From an optimization exercise on the open Yosys and OpenROAD flow, aimed at small area and a short achievable clock period; shortcuts taken in it are not production practice.
Power is estimated from default activity; no workload was simulated.

Setup of 07-01:
==> flow/design.v <==
module sigmoid8_pla #(
    parameter WIDTH = 16,
    parameter SLICES = 8,
    parameter FP = 12
) (
    input wire clk,
    input wire rst,
    input wire signed [WIDTH - 1:0] x,
    output wire [WIDTH - 1:0] y
);
    localparam [64*13-1:0] TTAB = {13'd1181, 13'd1181, 13'd1181, 13'd1181, 13'd313, 13'd314, 13'd546, 13'd546, 13'd177, 13'd177, 13'd180, 13'd177, 13'd97, 13'd97, 13'd97, 13'd97, 13'd8189, 13'd8190, 13'd34, 13'd34, 13'd11, 13'd11, 13'd8191, 13'd11, 13'd0, 13'd0, 13'd0, 13'd0, 13'd0, 13'd0, 13'd0, 13'd0, 13'd4096, 13'd4096, 13'd4096, 13'd4096, 13'd4096, 13'd4096, 13'd4084, 13'd4096, 13'd4060, 13'd4060, 13'd4060, 13'd4060, 13'd4036, 13'd4037, 13'd3999, 13'd3999, 13'd3900, 13'd3900, 13'd3903, 13'd3900, 13'd3518, 13'd3518, 13'd3518, 13'd3518, 13'd3148, 13'd3149, 13'd2915, 13'd2915, 13'd2048, 13'd2048, 13'd2048, 13'd2048};
    reg [15:0] x_reg;
    always @(posedge clk) x_reg <= x;
    wire [11:0] r3lo = {1'b0, x_reg[10:0]} + {1'b0, x_reg[9:0], 1'b0};
    wire [2:0] r3hi = {2'b0, x_reg[11:11]} + {1'b0, x_reg[11:10]};
    reg [11:0] r_reg;
    reg [10:1] r3l_reg;
    reg [13:11] r3h_reg;
    reg        r3c_reg;
    reg [4:0]  q_reg;
    reg        z_reg;
    always @(posedge clk) begin
        r_reg   <= x_reg[11:0];
        r3l_reg <= r3lo[10:1];
        r3h_reg <= r3hi;
        r3c_reg <= r3lo[11];
        q_reg   <= x_reg[15:11];
        z_reg   <= ~|x_reg[10:0];
    end
    wire [13:0] r3 = {r3h_reg + {{(2){1'b0}}, r3c_reg}, r3l_reg, r_reg[0]};
    reg s23, s99, s369, s867;
    always @(*) begin
        s23 = 1'b0; s99 = 1'b0; s369 = 1'b0; s867 = 1'b0;
        case (q_reg)
            5'd20, 5'd21, 5'd22, 5'd9, 5'd10, 5'd11: s23 = 1'b1;
            5'd23, 5'd24, 5'd25, 5'd6, 5'd7, 5'd8: s99 = 1'b1;
            5'd26, 5'd27, 5'd28, 5'd3, 5'd4, 5'd5: s369 = 1'b1;
            5'd29, 5'd30, 5'd31, 5'd0, 5'd1, 5'd2: s867 = 1'b1;
            default: ;
        endcase
    end
    wire [12:0] tt = TTAB[{q_reg, z_reg}*13 +: 13];
    wire [11:0] nr = ~r_reg;
    wire [22:0] ta = ({23{s23}}  & {6'd0, r3, 3'd0}) |
                     ({23{s99}}  & {4'd0, r3, 5'd0}) |
                     ({23{s369}} & {2'd0, r3, 7'd0}) |
                     ({23{s867}} & {1'd0, r3, 8'd0}) |
                     {18'd0, s369, 3'b0, s23};
    wire [22:0] tb = ({23{s23}}  & {11'd0, nr}) |
                     ({23{s369}} & {7'd0, nr, 4'd0}) |
                     ({23{s867}} & {4'd0, r3, 5'd0});
    wire [22:0] tc = ({23{s99 | s867}} & {9'd0, r3}) |
                     ({23{s369}} & {11'd0, r_reg});
    wire [24:0] s1 = {2'b0, ta ^ tb ^ tc};
    wire [24:0] c1 = {1'b0, (ta & tb) | (ta & tc) | (tb & tc), 1'b0};
    wire [8:0] lo = {1'b0, s1[7:0]} + {1'b0, c1[7:0]};
    wire [16:0] u1 = s1[24:8];
    wire [16:0] u2 = c1[24:8];
    wire [16:0] u3 = {tt, {(4){1'b0}}};
    wire [16:0] us = u1 ^ u2 ^ u3;
    wire [16:0] uc = {(u1[15:0] & u2[15:0]) | (u1[15:0] & u3[15:0]) | (u2[15:0] & u3[15:0]), 1'b0};
    reg [16:0] hs_reg;
    reg [16:1] hc_reg;
    reg         lc_reg;
    always @(posedge clk) begin
        hs_reg <= us;
        hc_reg <= uc[16:1];
        lc_reg <= lo[8];
    end
    wire [16:0] ysum = hs_reg + {hc_reg, 1'b0} + {{(16){1'b0}}, lc_reg};
    reg [12:0] y_reg;
    always @(posedge clk or posedge rst) begin
        if (rst) y_reg <= 13'd0;
        else     y_reg <= ysum[16:4];
    end
    assign y = {3'b000, y_reg};
endmodule
clock: 5.5 ns
lec_check: 0
cap_margin: 20
core_margin: 2
core_utilization: 58
setup_slack_margin: 3.3
slew_margin: 20
standard.sh (not shown) runs the stock make flow with config.mk's settings and CLKGATE_MAP_FILE= SYNTH_SCRIPT=/design/flow/synth_recipe.tcl, a recipe that flattens the netlist after the stock synthesis.
==> flow/flow/run.sh <==
#!/bin/bash
# Own layout flow: the standard ORFS flow (standard.sh, unchanged synthesis),
# with a plain buffer on every port instead of the delay cells buffer_ports
# picks by default, and a clock tree with fewer, smaller buffers.
set -euo pipefail
export BUFFER_PORTS_ARGS="-buffer_cell ${OWN_PORT_BUF:-sky130_fd_sc_hd__buf_2}"
export CTS_ARGS="-sink_clustering_enable -repair_clock_nets -sink_clustering_size ${OWN_CTS_SIZE:-30} -sink_clustering_max_diameter ${OWN_CTS_DIAM:-80} -buf_list ${OWN_CTS_BUF:-sky130_fd_sc_hd__clkbuf_8} -dont_use_dummy_load"
bash standard.sh > standard_flow.log 2>&1
Inputs modified between 07-01 and 01-24:
--- a/flow/design.v
+++ b/flow/design.v
@@ -12,9 +12,9 @@
     reg [15:0] x_reg;
     always @(posedge clk) x_reg <= x;
-    wire [11:0] r3lo = {1'b0, x_reg[10:0]} + {1'b0, x_reg[9:0], 1'b0};
-    wire [2:0] r3hi = {2'b0, x_reg[11:11]} + {1'b0, x_reg[11:10]};
+    wire [9:0] r3lo = {1'b0, x_reg[8:0]} + {1'b0, x_reg[7:0], 1'b0};
+    wire [4:0] r3hi = {2'b0, x_reg[11:9]} + {1'b0, x_reg[11:8]};
     reg [11:0] r_reg;
-    reg [10:1] r3l_reg;
-    reg [13:11] r3h_reg;
+    reg [8:1] r3l_reg;
+    reg [13:9] r3h_reg;
     reg        r3c_reg;
     reg [4:0]  q_reg;
@@ -22,19 +22,19 @@
     always @(posedge clk) begin
         r_reg   <= x_reg[11:0];
-        r3l_reg <= r3lo[10:1];
+        r3l_reg <= r3lo[8:1];
         r3h_reg <= r3hi;
-        r3c_reg <= r3lo[11];
+        r3c_reg <= r3lo[9];
         q_reg   <= x_reg[15:11];
         z_reg   <= ~|x_reg[10:0];
     end
-    wire [13:0] r3 = {r3h_reg + {{(2){1'b0}}, r3c_reg}, r3l_reg, r_reg[0]};
-    reg s23, s99, s369, s867;
+    wire [13:0] r3 = {r3h_reg + {{(4){1'b0}}, r3c_reg}, r3l_reg, r_reg[0]};
+    reg s23, s99, s369, s867, sc;
     always @(*) begin
-        s23 = 1'b0; s99 = 1'b0; s369 = 1'b0; s867 = 1'b0;
+        s23 = 1'b0; s99 = 1'b0; s369 = 1'b0; s867 = 1'b0; sc = 1'b0;
         case (q_reg)
             5'd20, 5'd21, 5'd22, 5'd9, 5'd10, 5'd11: s23 = 1'b1;
-            5'd23, 5'd24, 5'd25, 5'd6, 5'd7, 5'd8: s99 = 1'b1;
+            5'd23, 5'd24, 5'd25, 5'd6, 5'd7, 5'd8: begin s99 = 1'b1; sc = 1'b1; end
             5'd26, 5'd27, 5'd28, 5'd3, 5'd4, 5'd5: s369 = 1'b1;
-            5'd29, 5'd30, 5'd31, 5'd0, 5'd1, 5'd2: s867 = 1'b1;
+            5'd29, 5'd30, 5'd31, 5'd0, 5'd1, 5'd2: begin s867 = 1'b1; sc = 1'b1; end
             default: ;
         endcase
@@ -50,9 +50,11 @@
                      ({23{s369}} & {7'd0, nr, 4'd0}) |
                      ({23{s867}} & {4'd0, r3, 5'd0});
-    wire [22:0] tc = ({23{s99 | s867}} & {9'd0, r3}) |
+    wire [22:0] tc = ({23{sc}} & {9'd0, r3}) |
                      ({23{s369}} & {11'd0, r_reg});
     wire [24:0] s1 = {2'b0, ta ^ tb ^ tc};
     wire [24:0] c1 = {1'b0, (ta & tb) | (ta & tc) | (tb & tc), 1'b0};
-    wire [8:0] lo = {1'b0, s1[7:0]} + {1'b0, c1[7:0]};
+    wire [4:0] gl = {1'b0, s1[3:0]} + {1'b0, c1[3:0]};
+    wire [4:0] gh = {1'b0, s1[7:4]} + {1'b0, c1[7:4]};
+    wire ph = &(s1[7:4] ^ c1[7:4]);
     wire [16:0] u1 = s1[24:8];
     wire [16:0] u2 = c1[24:8];
@@ -62,11 +64,14 @@
     reg [16:0] hs_reg;
     reg [16:1] hc_reg;
-    reg         lc_reg;
+    reg         gl_reg, gh_reg, ph_reg;
     always @(posedge clk) begin
         hs_reg <= us;
         hc_reg <= uc[16:1];
-        lc_reg <= lo[8];
+        gl_reg <= gl[4];
+        gh_reg <= gh[4];
+        ph_reg <= ph;
     end
-    wire [16:0] ysum = hs_reg + {hc_reg, 1'b0} + {{(16){1'b0}}, lc_reg};
+    wire lc = gh_reg | (ph_reg & gl_reg);
+    wire [16:0] ysum = hs_reg + {hc_reg, 1'b0} + {{(16){1'b0}}, lc};
     reg [12:0] y_reg;
     always @(posedge clk or posedge rst) begin
--- outcome ---
In summary, 01-24 completed successfully, with a layout that passed the timing, design-rule and antenna checks.
Clock input transition at the sequential cells of the worst setup and hold paths: 07-01 vs 01-24, no meaningful difference
From 07-01 to 01-24 the numbers moved as follows: core utilization of the finished layout dropped 1.6 points; post-synthesis instance area went up by 3.8%; power attributed to combinational cells moved up; total power now larger; clock network fraction of total power shows a reduction of 0.4 points.
Static power due to leakage in 01-24 is 0.00012 µW higher than in 07-01
Looking at post-synthesis cell type count, 01-24 sits 3.2% below 07-01.
Looking only at final worst setup slack, and setting everything else aside, the lower value of 07-01 and 01-24 goes to 01-24.
07-01 -> 01-24: sequential share of layout area flat
01-24 vs 07-01 on area of all placed cells without fillers: 01-24 is the higher one.
Function was not checked in any run of this note: the RTL went through the layout flow alone.

-- what the ideal ports hide --
How much do the figures lean on ideal ports? The routed layouts below were timed once more, with nothing changed but the port constraints.
Step 1, drivers: a clkbuf_16 drives clk and a buf_2 each remaining input, both assumed.
Step 2 times the ports against the registers' clock, not the clock port: input delays grow and output delays shrink by t, the midpoint of the rising clock arrivals with the driver on.
Three values: ideal ports, drivers, drivers and shift; two values: the first two.
run | t (ns) | slack for setup (ns) | worst setup path after step 2 | worst register clock-pin slew, ns | pins driven straight from the clock port
07-01 | 0.374 | 3.345 / 3.345 / 3.345 | register to register | 0.09 / 0.09 | 1
01-24 | 0.378 | 3.294 / 3.294 / 3.294 | register to register | 0.10 / 0.10 | 1
After both steps every run listed still meets setup and hold.
